This design comes from an exercise in tuning for small area, a short achievable clock period and few clock cycles on the open sky130 flow, not from production work. Function was checked by simulation only, so behaviour that the tests miss may differ from the original.

==> flow/design.v (excerpt) <==
module fp4_fft #(
    parameter MAX_N = 32,
    parameter ADDR_WIDTH = $clog2(MAX_N)
)(
    input wire clk,
    input wire rst,
    input wire start,
    input wire [ADDR_WIDTH-1:0] N,  
    output reg done,
    output reg error,
    input wire [7:0] data_in,  
    input wire data_in_valid,  
    output reg [7:0] data_out,  
    output reg data_out_valid,  
    output reg fft_ready  
);
    reg n16, n8;
    always @(posedge clk) begin
        n16 <= (N == 5'd16);
        n8 <= (N == 5'd8);
    end
    wire [3:0] mask = n16 ? 4'hf : n8 ? 4'h7 : 4'h3;
    function [14:0] stage_ctl;
        input [3:0] x;
        input m16, m8;
        reg [3:0] l0, l1, l2, l3, l4, l5, cm, r;
        reg hi4;
        begin
            l0 = x - 4'd1;
            l1 = m16 ? x - 4'd10 : x - 4'd1;
            l2 = m16 ? x - 4'd15 : m8 ? x - 4'd6 : x - 4'd1;
            l3 = m16 ? x - 4'd2 : m8 ? x - 4'd9 : x - 4'd4;
            l4 = m16 ? x - 4'd3 : m8 ? x - 4'd10 : x - 4'd5;
            l5 = x - 4'd10;
            hi4 = m16 ? l4[3] : m8 ? l4[2] : l4[1];
            cm = x & (m16 ? 4'hf : m8 ? 4'h7 : 4'h3);
            r = m16 ? 4'd12 : m8 ? 4'd5 : 4'd2;
            stage_ctl[14] = l0[3];
            stage_ctl[13] = l1[2];
            stage_ctl[12] = l2[1];
            stage_ctl[11] = l3[0];
            stage_ctl[10] = m16 & l1[3];
  ...
Settings: LEC_CHECK=0, ABC_AREA=1, CAP_MARGIN=20, CORE_MARGIN=2, CORE_UTILIZATION=40, CTS_BUF_LIST=sky130_fd_sc_hd__clkbuf_4 sky130_fd_sc_hd__clkbuf_8, SLEW_MARGIN=20, BUFFER_PORTS_ARGS=-buffer_cell sky130_fd_sc_hd__buf_4, SETUP_SLACK_MARGIN=15; clock period 20.0 ns.
standard.sh (not shown) runs the stock make flow with config.mk's settings and CLKGATE_MAP_FILE= SYNTH_SCRIPT=/design/flow/synth_recipe.tcl, a recipe that flattens the netlist after the stock synthesis.
==> flow/flow/run.sh <==
#!/bin/bash
set -e
echo "export BUFFER_PORTS_ARGS = -buffer_cell sky130_fd_sc_hd__buf_4" >> "$FLOW_CONFIG"
echo "export SETUP_SLACK_MARGIN = 15" >> "$FLOW_CONFIG"
bash standard.sh > standard_flow.log 2>&1
Testbench counts at the start, summed over its fixed seeds: cycles 5,352.
Change:
- CTS_BUF_LIST: sky130_fd_sc_hd__clkbuf_4 sky130_fd_sc_hd__clkbuf_8 -> sky130_fd_sc_hd__clkbuf_8
- CTS_CLUSTER_DIAMETER: unset -> 60
- CTS_CLUSTER_SIZE: unset -> 20
The new run finished clean.
Fmax fell by about 0.65%.
Clock-buffer cell count fell by 34.
Sequential share of layout area rose by 0.76 points.
Setup slack gets worse by 33 ps.
Clock skew rose by 25 ps.
First-iteration DRC count fell by about 9%.
Global-route usage fell by 0.54 points.
Register-to-register slack stays flat.

========
== v14 ==
Another version of the RTL of fp4_fft (not shown whole).
Size: roughly 260 flip-flops, ~14,000 um2 of cells after synthesis.
clock: 20.0 ns
lec_check: 0
abc_area: 1
cap_margin: 20
core_margin: 2
core_utilization: 40
cts_buf_list: sky130_fd_sc_hd__clkbuf_16
cts_cluster_diameter: 60
cts_cluster_size: 30
slew_margin: 20
buffer_ports_args: -buffer_cell sky130_fd_sc_hd__buf_4
setup_slack_margin: 15
Scripts as last shown in full above: flow/flow/run.sh
Testbench counts of v14, summed over its fixed seeds: cycles 5,344.
Setup changes, v14 to v36
Settings: CTS_CLUSTER_SIZE: 30 -> 25; CTS_CLUSTER_DIAMETER: 60 -> 80.
[summary]
Having completed the whole flow, v36 delivered a layout that passed the timing, DRC and antenna checks.
v14 -> v36: wire length decreased slightly
v36 vs v14: design area down by a few percent
On wire length of the first global-routing pass, the lower figure sits with v36, not v14.
Cell count: v36 lower than v14
Sort v36 and v14 by number of global-route vias before repair asc -> top: v36
Taking v14 as the reference, in v36 met1 capacity usage during global routing barely changed, first-pass iteration count of the detailed router climbed 1.

========
onyx:
fp4_fft again, from the RTL that the note above started with.
==> flow/config.mk <==
export PLATFORM = sky130hd
export DESIGN_NAME = fp4_fft
export DESIGN_NICKNAME = fp4_fft
export VERILOG_FILES = /design/flow/design.v
export SDC_FILE = /design/flow/constraint.sdc
export NUM_CORES = 4
export LEC_CHECK = 0
export ABC_AREA = 1
export CAP_MARGIN = 20
export CORE_MARGIN = 2
export CORE_UTILIZATION = 60
export CTS_BUF_LIST = sky130_fd_sc_hd__clkbuf_16
export CTS_CLUSTER_DIAMETER = 80
export CTS_CLUSTER_SIZE = 25
export SLEW_MARGIN = 20
export BUFFER_PORTS_ARGS = -buffer_cell sky130_fd_sc_hd__buf_4
export SETUP_SLACK_MARGIN = 15
==> flow/constraint.sdc <==
create_clock -name core_clock -period 20.0 [get_ports {clk}]
set_input_delay 4.0000 -clock core_clock [delete_from_list [all_inputs] [get_ports {clk}]]
set_output_delay 4.0000 -clock core_clock [all_outputs]
set_load 0.01 [all_outputs]
Scripts as last shown in full above: flow/flow/run.sh
Testbench counts of onyx, summed over its fixed seeds: cycles 5,344.
Input-level comparison between willow and onyx:
- swapping 60 for 40 in CORE_UTILIZATION
- swapping sky130_fd_sc_hd__clkbuf_16 for sky130_fd_sc_hd__clkbuf_8 sky130_fd_sc_hd__clkbuf_16 in CTS_BUF_LIST
Findings:
Summary of willow over onyx: post-route minimum period decreased 0.0088 ns, insertion delay of the later-clocked pin in the worst-skew pair did not really move. willow closes out successfully: all stages finished, all timing, DRC and antenna checks passed.
#### Input delta (lagoon over willow)
- CTS_BUF_LIST changed from sky130_fd_sc_hd__clkbuf_8 sky130_fd_sc_hd__clkbuf_16 to sky130_fd_sc_hd__clkbuf_16
- SETUP_SLACK_MARGIN changed from 15 to 15.2
-- flow/flow/run.sh --
<<< willow, line 4
echo "export SETUP_SLACK_MARGIN = 15" >> "$FLOW_CONFIG"
>>> lagoon, line 4
echo "export SETUP_SLACK_MARGIN = 15.2" >> "$FLOW_CONFIG"
--- outcome ---
lagoon finished end to end and its layout was clean on timing, DRC and antenna.
Wire: lagoon routes less than willow
In lagoon, the layout-stage area growth over the synthesis result came out 0.57 points above the value in willow.
Of the two candidates, willow has the worse final critical path time including I/O delays and setup and lagoon the better one.
As far as depth of the critical timing path with buffers and inverters included goes, willow and lagoon are indistinguishable; the numbers are identical.
Final count of pins violating max slew came out exactly the same in willow and lagoon.
The standard cells in lagoon occupy more silicon area than those in willow do.
Summary of lagoon over willow: wire length per cell fell 1.0%, placer congestion estimate went down.

-- separate check: timing with driven ports --
In the flow no input, the clock included, has a driving cell. The finished layouts below were timed again as built, in two steps. Step 1 sets driving cells, clkbuf_16 on the clock port and buf_2 on the other inputs (assumed; they add their load-dependent delay and slew). Step 2, shift: input delay + t, output delay - t, t = (earliest + latest rising clock arrival at the registers) / 2. This alone moves slack from input paths to output paths. Three values: no drivers, after step 1, after step 2; two values: the first two.
| run | t (ns) | setup slack, ns | worst setup path at the end | clock arrival spread, ns | slew at the worst register clock pin (ns) |
|---|---|---|---|---|---|
| the first run of note 1 | 0.635 | 14.892 / 14.844 / 14.471 | input to register | 0.026 / 0.026 | 0.07 / 0.07 |
| the second run of note 1 | 0.653 | 14.858 / 14.810 / 14.489 | input to register | 0.054 / 0.053 | 0.11 / 0.11 |
| v14 | 0.581 | 15.003 / 14.953 / 14.618 | input to register | 0.016 / 0.016 | 0.08 / 0.08 |
| v36 | 0.534 | 15.031 / 14.981 / 14.630 | input to register | 0.025 / 0.025 | 0.10 / 0.10 |
| onyx | 0.542 | 15.022 / 14.973 / 14.672 | input to register | 0.025 / 0.024 | 0.10 / 0.10 |
| willow | 0.534 | 15.031 / 14.981 / 14.631 | input to register | 0.024 / 0.025 | 0.10 / 0.10 |
| lagoon | 0.536 | 15.053 / 15.003 / 14.752 | input to register | 0.017 / 0.018 | 0.10 / 0.10 |
After both steps every run listed still meets setup and hold. The setup slack of the first run of note 1, which loses most, moves by -0.048 ns with the drivers and by -0.421 ns with both steps.
